Source: an optimization exercise on an open RTL-to-GDS flow (aim: small area). Production flows keep margins and buffers that such runs may drop. In this exercise RTL edits were held to simulation tests only and were not proved equivalent to the original. Power figures rest on the tool's default switching activity, not on a simulated workload.

===== flow/design.v =====
module ADD_step1
  (
   input  [31:0] floating_point1_in,
   input  [31:0] floating_point2_in,
   output 	 sign_shifted,
   output [25:0] frac_shifted,
   output 	 sign_not_shifted,
   output [25:0] frac_not_shifted,
   output [7:0]  exp_max
   );
   reg  [7:0] 	 unsigned_exp_diff;
   reg 		 cmp_out;  
   wire [31:0] 	 floating_point_shift;
   wire [31:0] 	 floating_point_not_shift;
   reg  [31:0] 	 shifted_floating_point;
   int_compare cmp_exponents (
			      .exp1(floating_point1_in[30:23]), 
			      .exp2(floating_point2_in[30:23]),
			      .u_diff(unsigned_exp_diff),
			      .cmp_out(cmp_out)
			      );
   assign floating_point_shift = cmp_out ? floating_point1_in : floating_point2_in;
   assign floating_point_not_shift = cmp_out ? floating_point2_in : floating_point1_in;
   assign exp_max = cmp_out ? floating_point2_in[30:23] : floating_point1_in[30:23];
   right_shift shift_frac_with_smaller_exp (
	       .fraction({1'b1, floating_point_shift[22:0], 2'b0}),
	       .shift_amount(unsigned_exp_diff),
	       .result(frac_shifted)
	       );
   assign frac_not_shifted = {1'b1, floating_point_not_shift[22:0], 2'b0};
   assign sign_not_shifted = floating_point_not_shift[31];
   assign sign_shifted     = floating_point_shift[31];
endmodule
module ADD_step2
  (
   input  [25:0] frac1,
   input         sign1,
   input  [25:0] frac2,
   input         sign2,
   input  [7:0]  exp_max_in, 
   output        sign_out,
   output [25:0] sum,
   output        carry_out,
   output reg [7:0]  exp_max_out
   );
   reg [26:0] 	 frac1_signed;
   reg [26:0] 	 frac2_signed;
   reg [26:0] 	 sum_signed;
   always_comb begin : exp_max_assignment
      if(sum_signed == 0) exp_max_out = 8'b00000000;
      else exp_max_out = exp_max_in;
   end
   u_to_s change_to_signed1(
			    .sign(sign1),
			    .frac_unsigned(frac1),
			    .frac_signed(frac1_signed)
			    );
   u_to_s change_to_signed2(
			    .sign(sign2),
			    .frac_unsigned(frac2),
			    .frac_signed(frac2_signed)
			    );
  adder_26b add_signed_fracs(
			     .frac1(frac1_signed),
			     .frac2(frac2_signed),
			     .sum(sum_signed),
			     .ovf(carry_out)
			     );
   s_to_u change_to_unsigned(
			     .frac_signed(sum_signed),
			     .sign(sign_out),
			     .frac_unsigned(sum)
			     );
endmodule
module ADD_step3
  (
   input 	 ovf_in,
   input 	 unf_in,
   input 	 dz,  
   input 	 inv,
   input [2:0] 	 frm,
   input [7:0] 	 exponent_max_in,
   input 	 sign_in,
   input [25:0]  frac_in,
   input 	 carry_out,
   output [31:0] floating_point_out,
   output [4:0]  flags
   );
   wire        inexact;
   wire        sign;
   wire [7:0]  exponent;
   wire [22:0] frac;
   assign {sign, exponent, frac} = floating_point_out;
   reg [7:0] exp_minus_shift_amount;
   reg [25:0] shifted_frac;
   reg [7:0]  shifted_amount;
   reg [7:0]  exp_out;
   reg        ovf;
   reg        unf;
   left_shift shift_left (
			  .fraction(frac_in),
			  .result(shifted_frac),
			  .shifted_amount(shifted_amount)
			  );
   subtract SUB (
		 .exp1(exponent_max_in),
		 .shifted_amount(shifted_amount),
		 .result(exp_minus_shift_amount)
		 );
   reg [24:0] round_this;
   always_comb begin
      ovf = 0;
      unf = 0;
      if(carry_out == 1) begin
	 round_this = frac_in[25:1];
	 exp_out    = exponent_max_in + 1;
	 if((exponent_max_in == 8'b11111110) && (~unf_in)) ovf = 1;
      end
      else begin
	 round_this = shifted_frac[24:0];
	 exp_out    = exp_minus_shift_amount;
	 if(({1'b0, exponent_max_in} < shifted_amount) && (~ovf_in)) unf = 1;
      end
   end
   reg [31:0] round_out;
   logic round_flag;
   rounder ROUND (
		  .frm(frm),
		  .sign(sign_in),
		  .exp_in(exp_out),
		  .fraction(round_this),
		  .round_out(round_out),
		  .rounded(round_flag)
		  );
   assign inexact                  = ovf_in | ovf | unf_in | unf | round_flag;
   assign flags                    = {inv, dz, (ovf | ovf_in), (unf | unf_in), inexact};
   assign floating_point_out[31]   = round_out[31];
   assign floating_point_out[30:0] = inv    ? 31'b1111111101111111111111111111111 :
				     ovf_in ? 31'b1111111100000000000000000000000 :
				     ovf    ? 31'b1111111100000000000000000000000 :
				     unf_in ? 31'b0000000000000000000000000000000 :
				     unf    ? 31'b0000000000000000000000000000000 :
				     round_out[30:0];
endmodule
module MUL_step1
  (
   input  [31:0] fp1_in,
   input  [31:0] fp2_in,
   output        sign1,
   output        sign2,
   output [7:0]  exp1,
   output [7:0]  exp2,
   output [25:0] product,
   output        carry_out
   );
   assign sign1 = fp1_in[31];
   assign sign2 = fp2_in[31];
   assign exp1  = fp1_in[30:23];
   assign exp2  = fp2_in[30:23];
   mul_26b MUL (
		.frac_in1({1'b1, fp1_in[22:0], 2'b00}),
		.frac_in2({1'b1, fp2_in[22:0], 2'b00}),
		.frac_out(product),
		.overflow(carry_out)
		);
endmodule  
module MUL_step2
  (
   input        sign1,
   input        sign2,
   input  [7:0] exp1,
   input  [7:0] exp2,
   output       sign_out,
   output [7:0] sum_exp,
   output reg   ovf,
   output reg   unf,
   input        carry
   );
   adder_8b add_EXPs(
		     .carry(carry),
		     .exp1(exp1),
		     .exp2(exp2),
		     .sum(sum_exp),
		     .ovf(ovf),
		     .unf(unf)
		     );
   assign sign_out = sign1 ^ sign2;
endmodule
module int_compare(
	input      [7:0] exp1,
	input      [7:0] exp2,
	output     [7:0] u_diff,
	output reg       cmp_out
);
wire [8:0] u_exp1 = {1'b0, exp1};
wire [8:0] u_exp2 = {1'b0, exp2}; 
reg  [8:0] diff;
assign u_diff = diff[7:0];
always_comb begin 
	diff = u_exp1 - u_exp2;
	case(diff[8]) 
		1'b0: cmp_out = 1'b0;
		1'b1: begin
		      cmp_out = 1'b1; 
		      diff = -diff;
		      end
	endcase
end 
endmodule
module right_shift(
	input      [25:0] fraction,
	input      [7:0]  shift_amount,
	output reg [25:0] result
);
	always_comb begin
		case(shift_amount)
			0 : result = fraction;
			1 : result =  {1'd0, fraction[25:1]}; 
			2 : result =  {2'd0, fraction[25:2]};
			3 : result =  {3'd0, fraction[25:3]};
			4 : result =  {4'd0, fraction[25:4]};
			5 : result =  {5'd0, fraction[25:5]};
			6 : result =  {6'd0, fraction[25:6]};
			7 : result =  {7'd0, fraction[25:7]};
			8 : result =  {8'd0, fraction[25:8]};
			9 : result =  {9'd0, fraction[25:9]};
			10: result = {10'd0, fraction[25:10]}; 
			11: result = {11'd0, fraction[25:11]};
			12: result = {12'd0, fraction[25:12]};
			13: result = {13'd0, fraction[25:13]};
			14: result = {14'd0, fraction[25:14]};
			15: result = {15'd0, fraction[25:15]};
			16: result = {16'd0, fraction[25:16]};
			17: result = {17'd0, fraction[25:17]};
			18: result = {18'd0, fraction[25:18]};
			19: result = {19'd0, fraction[25:19]};
			20: result = {20'd0, fraction[25:20]};
			21: result = {21'd0, fraction[25:21]};
			22: result = {22'd0, fraction[25:22]};
			23: result = {23'd0, fraction[25:23]};
			24: result = {24'd0, fraction[25:24]};
			25: result = {25'd0, fraction[25]};
		   default: result = 26'd0;
	        endcase
	end
endmodule
module u_to_s(
	input             sign,
	input      [25:0] frac_unsigned,
	output reg [26:0] frac_signed
);
always_comb begin
	frac_signed = {1'b0, frac_unsigned};
	if(sign == 1) begin
		frac_signed = -frac_signed;
	end
end
endmodule
module s_to_u(
	input      [26:0] frac_signed,
	output reg        sign,
	output     [25:0] frac_unsigned
);
reg [26:0] rfrac_signed;
assign frac_unsigned = rfrac_signed[25:0];
always_comb begin
        sign = 0;
	rfrac_signed = frac_signed;
	if(frac_signed[26] == 1) begin
		rfrac_signed = -frac_signed;
		sign         = 1;
	end
end
endmodule
module adder_26b(
	input      [26:0] frac1,
	input      [26:0] frac2, 
	output reg [26:0] sum, 
	output reg        ovf
);
always_comb begin 
   sum = frac1 + frac2;
   ovf = 0;
   if(frac1[26] == 1 && frac2[26]== 1 && sum[26] == 0) begin
      ovf = 1;
      sum[26] = 1;
   end
   if(frac1[26] == 0 && frac2[26]== 0 && sum[26] == 1) begin
      ovf = 1;
      sum[26] = 0;
   end
end
endmodule
module mul_26b
(
 input  [25:0] frac_in1,
 input  [25:0] frac_in2,
 output [25:0] frac_out,
 output        overflow
 );
   reg 	[51:0] frac_out_52b;
   assign overflow = frac_out_52b[51];
   assign frac_out = frac_out_52b[50:25];
   always_comb begin : MULTIPLY
      frac_out_52b = frac_in1 * frac_in2;
   end
endmodule   
module adder_8b(
	input carry,
	input [7:0]  exp1,
	input [7:0]  exp2, 
	output [7:0] sum, 
	output 	     ovf,
	output 	     unf
);
   reg [7:0] 	     r_exp1;
   reg [7:0] 	     r_exp2;
   reg [7:0] 	     r_sum;
   always_comb begin
      r_exp1 = exp1 - 8'b10000000;
      r_exp2 = exp2 - 8'b10000000;
      r_sum  = r_exp1 + r_exp2;
   end
   assign sum = (exp1 + exp2) - 8'b10000000;  
   assign ovf = r_sum[7] && ~r_exp1[7] && ~r_exp2[7];
   assign unf = ((carry != 1) || (sum != 8'b11111111)) && (~r_sum[7] && r_exp1[7] && r_exp2[7]);
endmodule
module subtract
(
 input  [7:0] exp1,
 input  [7:0] shifted_amount,
 output [7:0] result
);
   reg [8:0]  u_exp1;
   reg [8:0]  u_shifted_amount;
   reg [8:0]  u_result;
always_comb   begin
   u_exp1           = {1'b0, exp1};
   u_shifted_amount = {1'b0,shifted_amount};
   u_result         = u_exp1 - u_shifted_amount;
end
   assign result = u_result[7:0];
endmodule  
module rounder(
	       input      [2:0]  frm,
	       input 		 sign,
	       input      [7:0]  exp_in,
	       input      [24:0] fraction,
	       output reg [31:0] round_out,
	       output            rounded
	       );
   reg        round_amount;
   localparam RNE = 3'b000;
   localparam RZE = 3'b001;
   localparam RDN = 3'b010;
   localparam RUP = 3'b011;
   localparam RMM = 3'b100;
   always_comb begin
      round_amount = 0;
      if(fraction[24:2] != '1) begin
	 if(frm == RNE) begin
	    if(fraction[1:0] == 2'b11)
	      round_amount = 1;
	 end
	 else if(frm == RZE) begin
	    round_amount = 0;
	 end
	 else if(frm == RDN) begin
	 if(sign == 1 && ((fraction[0] == 1) || (fraction[1] == 1)))
	    round_amount = 1;
	 end
	 else if(frm == RUP) begin
	    if(sign == 0 && ((fraction[0] == 1) || (fraction[1] == 1)))
	      round_amount = 1;
	 end
	 else if(frm == RMM) begin
	    if(fraction[1] == 1)
	      round_amount = 1;
	 end
      end  
   end  
   assign rounded   = round_amount;
   assign round_out = {sign, exp_in, fraction[24:2] + round_amount};
endmodule
module left_shift(
	input      [25:0] fraction,
	output reg [25:0] result,
	output reg [7:0] shifted_amount
);
	always_comb begin
	        result = fraction; 
	        shifted_amount = 0;
		casez(fraction) 
			26'b01????????????????????????: begin result = {fraction[24:0], 1'd0}; shifted_amount = 1;  end
			26'b001???????????????????????: begin result = {fraction[23:0], 2'd0}; shifted_amount = 2;  end
			26'b0001??????????????????????: begin result = {fraction[22:0], 3'd0}; shifted_amount = 3;  end 
			26'b00001?????????????????????: begin result = {fraction[21:0], 4'd0}; shifted_amount = 4;  end
			26'b000001????????????????????: begin result = {fraction[20:0], 5'd0}; shifted_amount = 5;  end
			26'b0000001???????????????????: begin result = {fraction[19:0], 6'd0}; shifted_amount = 6;  end
			26'b00000001??????????????????: begin result = {fraction[18:0], 7'd0}; shifted_amount = 7;  end 
			26'b000000001?????????????????: begin result = {fraction[17:0], 8'd0}; shifted_amount = 8;  end
			26'b0000000001????????????????: begin result = {fraction[16:0], 9'd0}; shifted_amount = 9;  end
			26'b00000000001???????????????: begin result = {fraction[15:0],10'd0}; shifted_amount = 10; end
			26'b000000000001??????????????: begin result = {fraction[14:0],11'd0}; shifted_amount = 11; end
			26'b0000000000001?????????????: begin result = {fraction[13:0],12'd0}; shifted_amount = 12; end
			26'b00000000000001????????????: begin result = {fraction[12:0],13'd0}; shifted_amount = 13; end
			26'b000000000000001???????????: begin result = {fraction[11:0],14'd0}; shifted_amount = 14; end
			26'b0000000000000001??????????: begin result = {fraction[10:0],15'd0}; shifted_amount = 15; end
			26'b00000000000000001?????????: begin result = {fraction[9:0], 16'd0}; shifted_amount = 16; end
			26'b000000000000000001????????: begin result = {fraction[8:0], 17'd0}; shifted_amount = 17; end
			26'b0000000000000000001???????: begin result = {fraction[7:0], 18'd0}; shifted_amount = 18; end
			26'b00000000000000000001??????: begin result = {fraction[6:0], 19'd0}; shifted_amount = 19; end
			26'b000000000000000000001?????: begin result = {fraction[5:0], 20'd0}; shifted_amount = 20; end
			26'b0000000000000000000001????: begin result = {fraction[4:0], 21'd0}; shifted_amount = 21; end
			26'b00000000000000000000001???: begin result = {fraction[3:0], 22'd0}; shifted_amount = 22; end
			26'b000000000000000000000001??: begin result = {fraction[2:0], 23'd0}; shifted_amount = 23; end
			26'b0000000000000000000000001?: begin result = {fraction[1:0], 24'd0}; shifted_amount = 24; end
			26'b00000000000000000000000001: begin result = {fraction[0],   25'd0}; shifted_amount = 25; end
		endcase
	end
endmodule
module FPU_top_level
(
 input 	       clk,
 input 	       nrst,
 input  [31:0] floating_point1,
 input  [31:0] floating_point2,
 input  [2:0]  frm,
 input  [6:0]  funct7,
 output [31:0] floating_point_out,
 output [4:0]  flags
 );
   reg [2:0]   frm2;
   reg [2:0]   frm3;
   reg [6:0]   funct7_2;
   reg [6:0]   funct7_3;
   localparam ADD = 7'b0100000;
   localparam MUL = 7'b0000010;
   reg 	       sign_shifted;
   reg [25:0]  frac_shifted;
   reg 	       sign_not_shifted;
   reg [25:0]  frac_not_shifted;
   reg [7:0]   exp_max;
   reg         mul_sign1;
   reg         mul_sign2;
   reg [7:0]   mul_exp1;
   reg [7:0]   mul_exp2;
   reg [25:0]  product;
   reg         mul_carry_out;
   reg [61:0]  step1_to_step2;
   reg [61:0]  nxt_step1_to_step2;
   reg        add_sign_out;
   reg [25:0] add_sum;
   reg 	      add_carry_out;
   reg [7:0]  add_exp_max;
   reg        mul_sign_out;
   reg [7:0]  sum_exp;
   reg        mul_ovf;
   reg        mul_unf;
   reg        inv;
   reg        inv2;
   reg        inv3;
   reg [37:0] step2_to_step3;
   reg [37:0] nxt_step2_to_step3;
        ADD_step1 addStep1(
			   .floating_point1_in(floating_point1),
			   .floating_point2_in(floating_point2),
			   .sign_shifted(sign_shifted),
			   .frac_shifted(frac_shifted),
			   .sign_not_shifted(sign_not_shifted),
			   .frac_not_shifted(frac_not_shifted),
			   .exp_max(exp_max)
			   );
        MUL_step1 mulStep1(
			   .fp1_in(floating_point1),
			   .fp2_in(floating_point2),
			   .sign1(mul_sign1),
			   .sign2(mul_sign2),
			   .exp1(mul_exp1),
			   .exp2(mul_exp2),
			   .product(product),
			   .carry_out(mul_carry_out)
			   );
   always_comb begin : check_for_invalid_op
      inv = 0;
      if(funct7 == ADD) begin
	 if((floating_point1[30:0] == 31'h7F800000) && 
	    (floating_point2[30:0] == 31'h7F800000) && 
	    (floating_point1[31] ^ floating_point2[31])) begin
	        inv = 1;
	 end
      end
      if(funct7 == MUL) begin
	 if(((floating_point1[30:0] == 31'h00000000)  &&
	     (floating_point2[30:0] == 31'h7F800000)) ||
	    ((floating_point1[30:0] == 31'h7F800000)  &&
	     (floating_point2[30:0] == 31'h00000000))) begin
	        inv = 1;
	 end
      end
   end  
   always_comb begin : select_op_step1to2
      nxt_step1_to_step2 = '0;
      case(funct7)
	ADD: begin
	   nxt_step1_to_step2[61]    = sign_shifted;
	   nxt_step1_to_step2[60:35] = frac_shifted;
	   nxt_step1_to_step2[34]    = sign_not_shifted;
	   nxt_step1_to_step2[33:8]  = frac_not_shifted;
	   nxt_step1_to_step2[7:0]   = exp_max;
	end
	MUL: begin
	   nxt_step1_to_step2[61]    = mul_sign1;
	   nxt_step1_to_step2[60]    = mul_sign2;
           nxt_step1_to_step2[59:52] = mul_exp1;
	   nxt_step1_to_step2[51:44] = mul_exp2;
	   nxt_step1_to_step2[43:18] = product;
	   nxt_step1_to_step2[17]    = mul_carry_out;
	end
      endcase  
   end  
   always_ff @ (posedge clk, negedge nrst) begin : STEP1_to_STEP2
      if(nrst == 0) begin
         frm2           <= 0;
	 step1_to_step2 <= 0;
         funct7_2       <= 0;
	 inv2           <= 0;
      end
      else begin
         frm2           <= frm;
	 step1_to_step2 <= nxt_step1_to_step2;
	 funct7_2       <= funct7;
	 inv2           <= inv;
      end
   end 
	 ADD_step2 add_step2 (
			      .frac1(step1_to_step2[60:35]),     
			      .sign1(step1_to_step2[61]),        
			      .frac2(step1_to_step2[33:8]),      
			      .sign2(step1_to_step2[34]),        
			      .exp_max_in(step1_to_step2[7:0]),  
			      .sign_out(add_sign_out),
			      .sum(add_sum),
			      .carry_out(add_carry_out),
			      .exp_max_out(add_exp_max)
			      );
         MUL_step2 mul_step2 (
			      .sign1(step1_to_step2[61]),    
			      .sign2(step1_to_step2[60]),    
			      .exp1(step1_to_step2[59:52]),  
			      .exp2(step1_to_step2[51:44]),  
			      .sign_out(mul_sign_out),
			      .sum_exp(sum_exp),
			      .ovf(mul_ovf),
			      .unf(mul_unf),
			      .carry(step1_to_step2[17])
			      );
   always_comb begin : select_op_step2to3
      nxt_step2_to_step3 = '0;
      case(funct7_2)
	ADD: begin
	   nxt_step2_to_step3[37:36]= 2'b00;
	   nxt_step2_to_step3[35]   = add_sign_out;
	   nxt_step2_to_step3[34:9] = add_sum;
	   nxt_step2_to_step3[8]    = add_carry_out;
	   nxt_step2_to_step3[7:0]  = add_exp_max;
	end
	MUL: begin
	   nxt_step2_to_step3[37]   = mul_ovf;
       	   nxt_step2_to_step3[36]   = mul_unf;	      
	   nxt_step2_to_step3[35]   = mul_sign_out;
	   nxt_step2_to_step3[34:9] = step1_to_step2[43:18];  
	   nxt_step2_to_step3[8]    = step1_to_step2[17];     
	   nxt_step2_to_step3[7:0]  = sum_exp;
	end
      endcase  
   end  
   always_ff @ (posedge clk, negedge nrst) begin : STEP2_to_STEP3
      if(nrst == 0) begin
	 funct7_3       <= 0;
         step2_to_step3 <= 0;
	 frm3           <= 0;
	 inv3           <= 0;
      end
      else begin
	 funct7_3       <= funct7_2;
	 step2_to_step3 <= nxt_step2_to_step3;
	 frm3           <= frm2;
	 inv3           <= inv2;
      end 
   end  
   reg o;
   always_comb begin
      if((step2_to_step3[7:0] == 8'b11111111) && (step2_to_step3[36] == 1'b0) && (step2_to_step3[8] == 0)) o = 1;
      else o = step2_to_step3[37]; 
   end
   ADD_step3 step3 (
		    .ovf_in(o),
		    .unf_in(step2_to_step3[36]),
		    .dz(1'b0),
		    .inv(inv3),
		    .frm(frm3),
		    .exponent_max_in(step2_to_step3[7:0]),
		    .sign_in(step2_to_step3[35]),
		    .frac_in(step2_to_step3[34:9]),
		    .carry_out(step2_to_step3[8]),
		    .floating_point_out(floating_point_out),
		    .flags(flags)
		    );
 endmodule

===== flow/run.sh =====
#!/bin/bash
# synth_recipe.tcl (not shown) runs the flow's synth.tcl, then flattens the netlist and writes it again
# the make line also repeats each setting of config.mk as NAME=value (left out here)
make -C /OpenROAD-flow-scripts/flow DESIGN_CONFIG=/design/flow/config.mk WORK_HOME=/design/flow/orfs CLKGATE_MAP_FILE= SYNTH_SCRIPT=/design/flow/synth_recipe.tcl finish

===== flow/config.mk =====
export PLATFORM = sky130hd
export DESIGN_NAME = FPU_top_level
export DESIGN_NICKNAME = FPU_top_level
export VERILOG_FILES = /design/flow/design.v
export SDC_FILE = /design/flow/constraint.sdc
export NUM_CORES = 4
export LEC_CHECK = 0
export CAP_MARGIN = 20
export CORE_MARGIN = 2
export CORE_UTILIZATION = 40
export SLEW_MARGIN = 20

===== flow/constraint.sdc =====
create_clock -name core_clock -period 10.0 [get_ports {clk}]
set_input_delay 2.0000 -clock core_clock [delete_from_list [all_inputs] [get_ports {clk}]]
set_output_delay 2.0000 -clock core_clock [all_outputs]
set_load 0.01 [all_outputs]

==> results.cfg <==
[route]
ant_nets = 0
remaining_drc_errors = 0
wl_mm = 119
vias_per_cell = 5.95
vias = 31500
wl_per_cell_um = 22.4
drt-initial-drc-count = 3633
dr.pass1.iters = 9

[grt]
grt_max_degree = 59
antenna_found_initial = 4
grt_pass1_vias = 32000
grt_pass1_wl_mm = 187
grt_usage_pct = 27.7
grt.overflow.total = 0

[timing]
min_period_ps = 9190
worstMarginPinSlew_ps = 1050
drv_slew = 0
rsz0062_at_grt = no
fmax_mhz = 109
setup_viol_count_final = 0
tns_ps = 0
period_share_pct = 91.9
hold_violations = 0
slew_headroom_pct = 28.0
finClkSkew_ps = 20.2

[logic_synthesis]
yosysTopAreaCell = fa_1
synthXorXnorAreaFrac_pct = 4.16
postSynthCellCount = 4220
synth_seq_cells = 113
synth_edf_count = 0
synth_compound_area_share_pct = 17.3
ys_warn_count = 14
synthSimpleGateAreaFrac_pct = 20.5
syn-cell-area_sq_um = 33700
seq_area_frac_synth_pct = 8.40
synthAdderAreaFrac_pct = 37.5
ys.flop_type = dfrtp_1
synth_area_per_cell_sq_um = 7.98
synth_area_leaders = fa_1 (29%), ha_1 (8.5%), dfrtp_1 (8.4%)
synth_mux_area_share_pct = 1.26
postSynth.asyncResetShare_pct = 100
ys_types = 96
synth_top_family_by_area = adder cells
synth_top_area_share_pct = 29.1
syn_nets = 5013

[clocking]
cts_sinks = 113
clk_latency_ps = 450
tritoncts = done
h-tree-depth = 4
root_buffer = clkbuf_16
cts.reportedPaths.clkPinSlew_ps = 60
post_cts_resize_count = 0
clk_path_buf_depth = 2
cts_buffers = 17
cts_hold_buf = 0
post-cts-setup-buffers = 0

[power]
peakVddDrop_uv = 657
p_leak_uw = 0.0173
power.density_nw_per_um2 = 362

[run_status]
status = no timing/DRC/antenna violations

[floorplanning]
die_w_um = 294
start_util_pct = 40.3
core_area_sq_um = 83600
fp-row-count = 106
die_height_um = 294
pin_count = 113
design.die.area_sq_um = 86500

[layout]
mostFrequentLayoutCells = inv_1 (637), nand2_1 (518), fa_1 (489)
drive_gt1_share_pct = 6.00
finish.utilization_pct = 44.3
nNetsFinal = 4996
syn_to_final_growth_pct = 9.99
final_common_cell = inv_1

[setup_path]
path_common_cell = fa_1
cp_slowest_cell = fa_1
critPathArrivalTime_ps = 9480
cp_data_required_time_ps = 10300
path_delay_family = adder cells
slowest_delay_ps = 540
endpoint_kind = flop
path_max_fanout = 26
crit_buf_inv = 8
crit_path_start_kind = primary input
crit_type = in -> reg

[min_path]
min_path_type = reg -> reg

[placed_design]
detailed_place_hpwl_mm = 89.9
portBuffers = 111
gp_congestion = 0.962

[flow_run]
max-cap-violations = 0
registers in the layout, indices dropped and copies added, names as in the netlist:
register and count:
step1_to_step2 60, frm3 3, inv2 1, funct7_2 7
step2_to_step3 38, frm2 3, inv3 1
per-stage QoR:
step                worst slack (ps)  total power, uW  instances  cell area [sq um]  hold WS (ps)
floorplan                       1130             9130       4220              33700           331
global placement                 487            12600       5264              36400           334
detailed placement               413            12600       5264              36400           339
CTS                              866            13300       5296              37000           354
global route                     364            14900       5299              37000           355
finish                           815            13400       5299              37000           353
synthesized netlist by cell type, types with 9 or more instances:
cell type  count
a2111oi_0     16
a211oi_1      25
a21o_1        30
a21oi_1      156
a221o_1       12
a221oi_1      19
a22oi_1       22
a31oi_1       28
a32oi_1       18
and2_1       256
and3_1        15
and4_1         9
buf_1         10
clkbuf_1     286
dfrtp_1      113
fa_1         489
ha_1         228
inv_1        637
mux2i_1       40
nand2_1      518
nand2b_1      32
nand3_1       65
nand3b_1      24
nand4_1       30
nor2_1       170
nor2b_1       17
nor3_1        70
nor3b_1       10
nor4_1        52
o2111ai_1     11
o211ai_1      26
o21a_1        18
o21ai_0      171
o21bai_1      10
o221ai_1      20
o22a_1        12
o22ai_1      128
o31ai_1       29
o41ai_1        9
or2_2         16
or3_1         22
or4_1         25
xnor2_1      108
xor2_1        52
cell families (layout without fill, tap and decap cells):
family | count (synthesis) | in the layout
AND/OR/NAND/NOR | 1368 | 1368
buffers and inverters | 955 | 951
adder cells (fa/ha/maj) | 717 | 717
flip-flops | 113 | 113
AO/OA/AOI/OAI | 864 | 864
XOR/XNOR | 160 | 160
multiplexers | 42 | 42
other | 1 | 4
per-layer routing:
metal	global-route usage [%]	vias up	part of all wire (%)
met4	11.8	0	4.4
met3	3.66	328	8.2
met5	0	-	0
met1	36.8	15500	41
li1	-	14000	-
met2	45.1	1653	46
worst paths after layout:
check / to / start / slack (ps) / cells past startpoint
max: step1_to_step2[34]$_DFF_PN0_ / floating_point2[1] / 810 / 26
min: frm3[2]$_DFF_PN0_ / frm2[2]$_DFF_PN0_ / 350 / 0
max reg2reg: step2_to_step3[5]$_DFF_PN0_ / step1_to_step2[43]$_DFF_PN0_ / 3440 / 20
min reg2reg: frm3[2]$_DFF_PN0_ / frm2[2]$_DFF_PN0_ / 350 / 0
max in group asynchronous: step2_to_step3[18]$_DFF_PN0_ / nrst / 7160 / 2
min in group asynchronous: funct7_2[2]$_DFF_PN0_ / nrst / 1600 / 1
where the power goes:
group | internal [uW] | total (uW) | switching, uW
sequential | 473 | 513 | 40.0
clock | 355 | 634 | 279
combinational | 5150 | 12300 | 7130
layout make-up:
class	instances	area [sq um]
flip-flops and latches	113	2830
multi-input cells	3152	27200
clock inverters	15	168
well taps	1080	1350
clock buffers	17	425
diodes	3	7.51
inverters	642	2410
fillers	8401	46500
repair buffers	277	2610

[separate check: timing with driven ports]
In the flow no input, the clock included, has a driving cell. The finished layout below was timed again as built, in two steps.
Step 1, drivers: a clkbuf_16 drives clk and a buf_2 each remaining input, both assumed.
Step 2, shift: input delay + t, output delay - t, t = (earliest + latest rising clock arrival at the registers) / 2. This alone moves slack from input paths to output paths.
Three values: ideal, step 1, step 2; two values: the first two.
t, ns: 0.489
setup slack, ns: 0.815 / 0.838 / 0.357
worst data-port slew with drivers (ns): 0.12
pins driven straight from the clock port: 1
After both steps this run still meets setup and hold. The setup slack of this run moves by +0.023 ns with the drivers and by -0.458 ns with both steps.
